Source: an optimization exercise on an open RTL-to-GDS flow (aim: small area and a short achievable clock period). Production flows keep margins and buffers that such runs may drop. Function was checked by simulation only, so behaviour that the tests miss may differ from the original. Power figures rest on the tool's default switching activity, not on a simulated workload.

==> flow/design.v <==
module two_multipliers_one_adder(
A0,
A1,
B0,
B1,
clk,
reset,
mode_0,
mode_1,
P
);
input [17:0] A0;
input [17:0] A1;
input [17:0] B0;
input [17:0] B1;
input clk;
input reset;
input mode_0;
input mode_1;
output [71:0] P;
reg [17:0] A0_registered;
reg [17:0] B0_registered;
reg [17:0] A1_registered;
reg [17:0] B1_registered;
wire [35:0] A0xB0;
wire [35:0] A1xB1;
wire [36:0] tempsum;
reg [71:0] moutput;
always @(posedge clk)
if (reset) begin
    A0_registered <= 18'b0;
    A1_registered <= 18'b0;
    B0_registered <= 18'b0;
    B1_registered <= 18'b0;
	moutput <= 72'b0;
    end else begin
    A0_registered <= A0;
    A1_registered <= A1;
    B0_registered <= B0;
    B1_registered <= B1;
	if (mode_0 == 1'b0 && mode_1 ==1'b0) begin
	moutput <= {35'd0, tempsum};
	end else if (mode_0 == 1'b1 && mode_1 ==1'b0) begin
	moutput <= {A0xB0, A1xB1};
	end else begin
	moutput <= {36'd0, A0xB0};
	end
end
assign A0xB0 = A0_registered * B0_registered;
assign A1xB1 = A1_registered * B1_registered;
assign P = moutput;
assign tempsum = A0xB0 + A1xB1;
endmodule
module accumulate(
A0,
B0,
C0,
clk,
add_previous,
reset,
mode_0,
S
);
input [71:0] A0;
input [71:0] B0;
input [43:0] C0;
input clk;
input reset;
input add_previous;
input mode_0;
output [143:0] S;
wire [37:0] A0pB0;
wire [43:0] accumulated;
reg [37:0] A0pB0_reg;
reg [143:0] S_temp;
always @(posedge clk)
if (reset) begin
    A0pB0_reg <= 38'b0;
	S_temp <= 144'b0;
    end else begin
    A0pB0_reg <= A0pB0;
	if (mode_0) begin
	S_temp <= {A0[71:0],B0[71:0]};
	end else if (add_previous) begin
    S_temp <= { accumulated , 100'd0};
    end else begin
    S_temp <= {A0pB0_reg, 100'd0};
    end
end
assign A0pB0 = A0[35:0] + B0[35:0];
assign accumulated = A0pB0_reg + C0;
assign S = S_temp;
endmodule
module half_dsp (
A0,
A1,
B0,
B1,
C0,
C1,
D0,
D1,
mode_0,
mode_1,
from_previous,
add_previous,
clk,
reset,
result
);
input [17:0] A0;
input [17:0] A1;
input [17:0] B0;
input [17:0] B1;
input [17:0] C0;
input [17:0] C1;
input [17:0] D0;
input [17:0] D1;
input [43:0] from_previous;
input clk;
input reset;
input mode_0;
input mode_1;
input add_previous;
output [143:0] result;
wire [71:0] partial_0;
wire [71:0] partial_1;
wire [143:0] the_output;
two_multipliers_one_adder m0(
.A0 (A0),
.A1 (A1),
.B0 (B0),
.B1 (B1),
.clk (clk),
.mode_0 (mode_0),
.mode_1 (mode_1),
.reset (reset),
.P (partial_0)
);
two_multipliers_one_adder m1(
.A0 (C0),
.A1 (C1),
.B0 (D0),
.B1 (D1),
.clk (clk),
.mode_0 (mode_0),
.mode_1 (mode_1),
.reset (reset),
.P (partial_1)
);
accumulate m2(
.A0 (partial_0),
.B0 (partial_1),
.C0 (from_previous),
.add_previous (add_previous),
.S (the_output),
.clk (clk),
.mode_0 (mode_0),
.reset (reset)
);
assign result = the_output;
endmodule
module dsp (
A0,
A1,
B0,
B1,
C0,
C1,
D0,
D1,
E0,
E1,
F0,
F1,
G0,
G1,
H0,
H1,
from_previous,
add_previous,
clk,
mode_0,
mode_1,
reset,
result0,
result1
);
input [17:0] A0;
input [17:0] A1;
input [17:0] B0;
input [17:0] B1;
input [17:0] C0;
input [17:0] C1;
input [17:0] D0;
input [17:0] D1;
input [17:0] E0;
input [17:0] E1;
input [17:0] F0;
input [17:0] F1;
input [17:0] G0;
input [17:0] G1;
input [17:0] H0;
input [17:0] H1;
input [43:0] from_previous;
input clk;
input reset;
input mode_0;
input mode_1;
input add_previous;
output [143:0] result0;
output [143:0] result1;
wire [143:0] the_output0;
wire [143:0] the_output1;
half_dsp m0(
.A0 (A0),
.A1 (A1),
.B0 (B0),
.B1 (B1),
.C0 (C0),
.C1 (C1),
.D0 (D0),
.D1 (D1),
.mode_0 (mode_0),
.mode_1 (mode_1),
.from_previous (from_previous),
.add_previous (add_previous),
.clk (clk),
.reset (reset),
.result (the_output0)
);
half_dsp m1(
.A0 (E0),
.A1 (E1),
.B0 (F0),
.B1 (F1),
.C0 (G0),
.C1 (G1),
.D0 (H0),
.D1 (H1),
.mode_0 (mode_0),
.mode_1 (mode_1),
.from_previous (the_output0[71:28]),
.add_previous (add_previous),
.clk (clk),
.reset (reset),
.result (the_output1)
);
assign result0 = the_output0;
assign result1 = the_output1;
endmodule
==> flow/run.sh <==
#!/bin/bash
# synth_recipe.tcl (not shown) runs the flow's synth.tcl, then flattens the netlist and writes it again
# the make line also repeats each setting of config.mk as NAME=value (left out here)
make -C /OpenROAD-flow-scripts/flow DESIGN_CONFIG=/design/flow/config.mk WORK_HOME=/design/flow/orfs CLKGATE_MAP_FILE= SYNTH_SCRIPT=/design/flow/synth_recipe.tcl finish
==> flow/config.mk <==
export PLATFORM = sky130hd
export DESIGN_NAME = dsp
export DESIGN_NICKNAME = dsp
export VERILOG_FILES = /design/flow/design.v
export SDC_FILE = /design/flow/constraint.sdc
export NUM_CORES = 4
export LEC_CHECK = 0
export CAP_MARGIN = 20
export CORE_MARGIN = 2
export CORE_UTILIZATION = 40
export SLEW_MARGIN = 20
==> flow/constraint.sdc <==
create_clock -name core_clock -period 8.5 [get_ports {clk}]
set_input_delay 1.7000 -clock core_clock [delete_from_list [all_inputs] [get_ports {clk}]]
set_output_delay 1.7000 -clock core_clock [all_outputs]
set_load 0.01 [all_outputs]
==> qor.txt <==
Root cell of the clock tree - clkbuf_16
Slew margin rel. - 14.8%
Die Outline Area - 322000 um2
GR peak layer - met2
Required time at the endpoint of the critical path - 9.22 ns
Distinct cell type count of the synthesized netlist - 112
CTS sink cnt - 938
Power density over the cells - 229 nW/um2
Static leakage power - 73.9 nW
Setup repair after global routing missed its margin - yes
I/O pin total - 625
Fin nets - 19100
Actual slew at the worst max-slew pin - 1.28 ns
Num CTS Buffers - 122
Synth async-reset ratio - 0%
Maximum count of clock buffers along a single path - 4
Combinational family with the most area after synthesis - adder cells
CP Launch Type - register
Number of antenna violations at the first check in global routing - 52
Max IR drop VDD - 0.000276 V
Drt initial violations - 7805
Run status - timing/DRC/antenna clean
Avg Synthesized Cell Area - 8.74 um2
Syn Inst Count - 14500
Achievable Freq - 120 MHz
Period utilisation layout - 97.8%
Routability cong. - 0.958
Worst Path Arrival - 9.03 ns
Starting utilization of the core area - 40.3%
Switching Share - 46.5%
Top flip-flop cell by instance count after synthesis - dfxtp_1
Slowest stage delay, CP - 0.59 ns
Number of max-capacitance violations reported - 0
Share of final-layout standard cells stronger than drive strength 1 - 9.68%
Post-synthesis sequential area ratio - 14.8%
Site row count - 206
Yosys Warn Count - 2
Vias in the first global route - 103000
Area taken by multi-input logic gates - 96400 um2
Multiplexer fraction of the synthesized cell area - 0.415%
Cell internal power dissipation - 18.3 mW
TritonCTS clock tree - yes
Post-synthesis compound-gate area fraction - 9.66%
Start-to-end type of the worst setup path - register to register
PortBufs - 624
Post-Synth Adder-Cell Area - 43.9%
DR vias/cell - 5.12
Storage element area - 19000 um2
1st-pass router iterations - 6
Clk pwr share - 16.7%
Final setup slack of the worst path - 0.189 ns
Number of hold violations in the final report - 0
H-tree depth - 3
Global route total overflow - 0
Total standard cell area after synthesis - 127000 um2
Total of endpoints with negative setup slack in the final report - 0
Core Footprint - 315000 um2
Fraction of power consumed by sequential logic - 16.8%
Sw power - 15.9 mW
Count of hold-fix buffers inserted at cts - 0
DR DRC count - 0
Maximum number of pins on one net before global-route repair - 215
Parity-gate share of the synthesized area counting xor and xnor cells - 3.19%
Setup WS pre-CTS - -0.0761 ns
Cell at the slowest stage of the critical path - fa_1
M3 GR Usage - 4.96%
Worst Path Max Fanout - 4
Post-Route Skew - 0.105 ns
Post-layout minimum cycle time - 8.31 ns
Number of flops mapped to enable cells by yosys - 0
Clk Latency, worst-skew pair - 0.95 ns
Vias after detailed routing - 102000
Number of fillers in the final layout - 30700
Simple-gate portion of the synthesized area - 17.8%
Proportion of power drawn by combinational gates - 66.5%
Cell with the most instances on the worst path - fa_1
Met1 Use GR - 35.7%
Vert. Die Dim - 568 um
CP endpoint kind - register
Total count of max-transition violations in the final report - 0
First-pass GRT wire length - 641000 um
GR Util All Layers - 26.1%
Area added between synthesis and finish - 17.2%
Net count of the mapped netlist - 18100
Die X-Extent - 568 um
Clk slew on worst S/H paths - 0.06 ns
Largest registers - m0.m2.S_temp (144), m1.m2.S_temp (144)
Synthesized flop and latch total - 938
Aggregate routed wire length - 422000 um
Number of nets with antenna violations after routing - 0
Met2 Track Usage GR - 39.7%
Routed wirelength normalized by instance count - 21.3 um
Post-route non-filler standard cell count - 19800
Path type of the worst min-delay path - register to register
Post-DP HPWL - 355000 um
Total placed cells including tap cells - 19600
==> cells in the mapped netlist (46+ instances only) <==
library cell     n  area [um2]
inv_1         2835       10600
fa_1          2056       41200
nand2_1       1742        6540
and2_1        1213        7590
ha_1          1164       14600
dfxtp_1        938       18800
clkbuf_1       574        2150
nor2_1         574        2150
a21oi_1        561        2810
nor2b_1        349        2180
o21ai_0        300        1500
xnor2_1        270        2360
and3_1         253        1580
a21o_1         246        1850
a211oi_1       199        1490
xor2_1         175        1530
nand3_1         94         470
nor3_1          81         405
nand2b_1        74         463
o21a_1          66         495
o21bai_1        60         450
nand4_1         54         338
a31oi_1         50         313
mux2i_1         46         460
==> worst paths after layout <==
kind / end / cells after the start / startpoint / slack, ns
hold / removal: m1.m2.S_temp[36]$_SDFF_PP0_ / 1 / m1.m1.moutput[36]$_SDFF_PP0_ / 0.45
setup / recovery: m1.m1.moutput[34]$_SDFF_PP0_ / 36 / m1.m1.A0_registered[7]$_SDFF_PP0_ / 0.19
setup reg to reg: m1.m1.moutput[34]$_SDFF_PP0_ / 36 / m1.m1.A0_registered[7]$_SDFF_PP0_ / 0.19
hold reg to reg: m1.m2.S_temp[36]$_SDFF_PP0_ / 1 / m1.m1.moutput[36]$_SDFF_PP0_ / 0.45
==> logic make-up after synthesis <==
logic type / count (synthesis)
compound gates: 1858
xor+xnor: 453
fa+ha+maj: 3228
buf+inv: 3447
flops: 938
mux: 52
simple gates: 4564
==> routing by layer <==
layer | part of all wire, % | vias to the layer above | routed length [um]
li1 | - | 47100 | -
met3 | 8.0 | 578 | 33900
met5 | 0.0097 | - | 41
met2 | 43 | 3372 | 183000
met1 | 43 | 50600 | 182000
met4 | 5.4 | 6 | 22800
==> power by group through the flow <==
stage	clock network (mW)	logic, mW	registers, mW
2_1_floorplan	0	13.7	5.32
3_3_place_gp	0	21.3	5.81
3_5_place_dp	0	21.3	5.79
4_1_cts	5.87	21.6	5.71
5_1_grt	6.00	25.0	5.75
6_report	5.72	22.7	5.74
==> worst max-delay path, delay by kind of cell (launching register included) <==
family / cells / cell delay (ns)
AOI/OAI and AO/OA: 13 / 2.10
muxes: 1 / 0.26
buffers and inverters: 7 / 0.58
DFF: 1 / 0.37
adders and majority gates: 10 / 4.25
and+or+nand+nor: 4 / 0.40
xor gates and xnor gates: 1 / 0.17
==> per-stage QoR <==
step                      cell area [um2]  hold WS (ns)  util (%)  TNS [ns]  total power [mW]
after floorplan                    127000         0.401         -         0              19.0
after global placement             143000         0.446      45.3   -0.0472              27.1
after detailed placement           143000         0.450      45.3    -0.287              27.1
after CTS                          147000         0.439      46.7         0              33.1
after global routing               149000         0.466      47.2    -0.612              36.7
final                              149000         0.450      47.2         0              34.2
==> layout by cell type, fill, tap and decap left out, drive strengths merged, types with 20 or more instances in the layout <==
cell / n
and2: 1214
a21o: 246
nand3: 94
clkdlybuf4s50: 620
xnor2: 275
a21oi: 563
diode: 22
a221oi: 43
xor2: 177
ha: 1164
or2: 20
o21ai: 318
nand2: 1742
buf: 885
nand4: 54
clkbuf: 144
nor3: 81
o21a: 66
and3: 253
o31ai: 27
mux2i: 46
a31oi: 53
nand2b: 74
a211oi: 202
o21bai: 60
fa: 2056
nor2b: 349
clkinv: 29
or3: 35
o22ai: 25
dfxtp: 938
inv: 2852
nor2: 576
o211ai: 41
==> repair_timing <==
action,4_1_cts,5_1_grt
pin swaps,2,143
setup endpoints to repair,14,41
buffers inserted,1,38
gates resized for setup,39,373
==> area by class of cell <==
cell class,instances,share of cell area (%)
antenna,22,0.0370
clock inverter,81,0.720
timing repair buffer,1507,8.88
sequential,938,12.8
inverter,2837,7.16
clock buffer,142,2.20
multi-input combinational,10200,64.7
tap,4160,3.50

[static timing again, ports no longer ideal]
In the flow no input, the clock included, has a driving cell. The finished layout below was timed again as built, in two steps. Step 1, drivers: a clkbuf_16 drives clk and a buf_2 each remaining input, both assumed. Step 2 moves the port delays by t, midway between the first and last clock arrival at a register: inputs arrive t later, outputs are due t later. That takes back most of the time a late clock gives input paths. a / b / c = ideal / step 1 / step 2; a / b = the first two.
t, ns: 0.996
slack for setup (ns): 0.189 / 0.189 / 0.189
slew at the worst register clock pin (ns): 0.07 / 0.07
worst data-port slew with drivers (ns): 0.25
pins driven straight from the clock port: 1
After both steps setup and hold are still met in this run. The setup slack of this run moves by 0.000 ns with the drivers and by 0.000 ns with both steps.
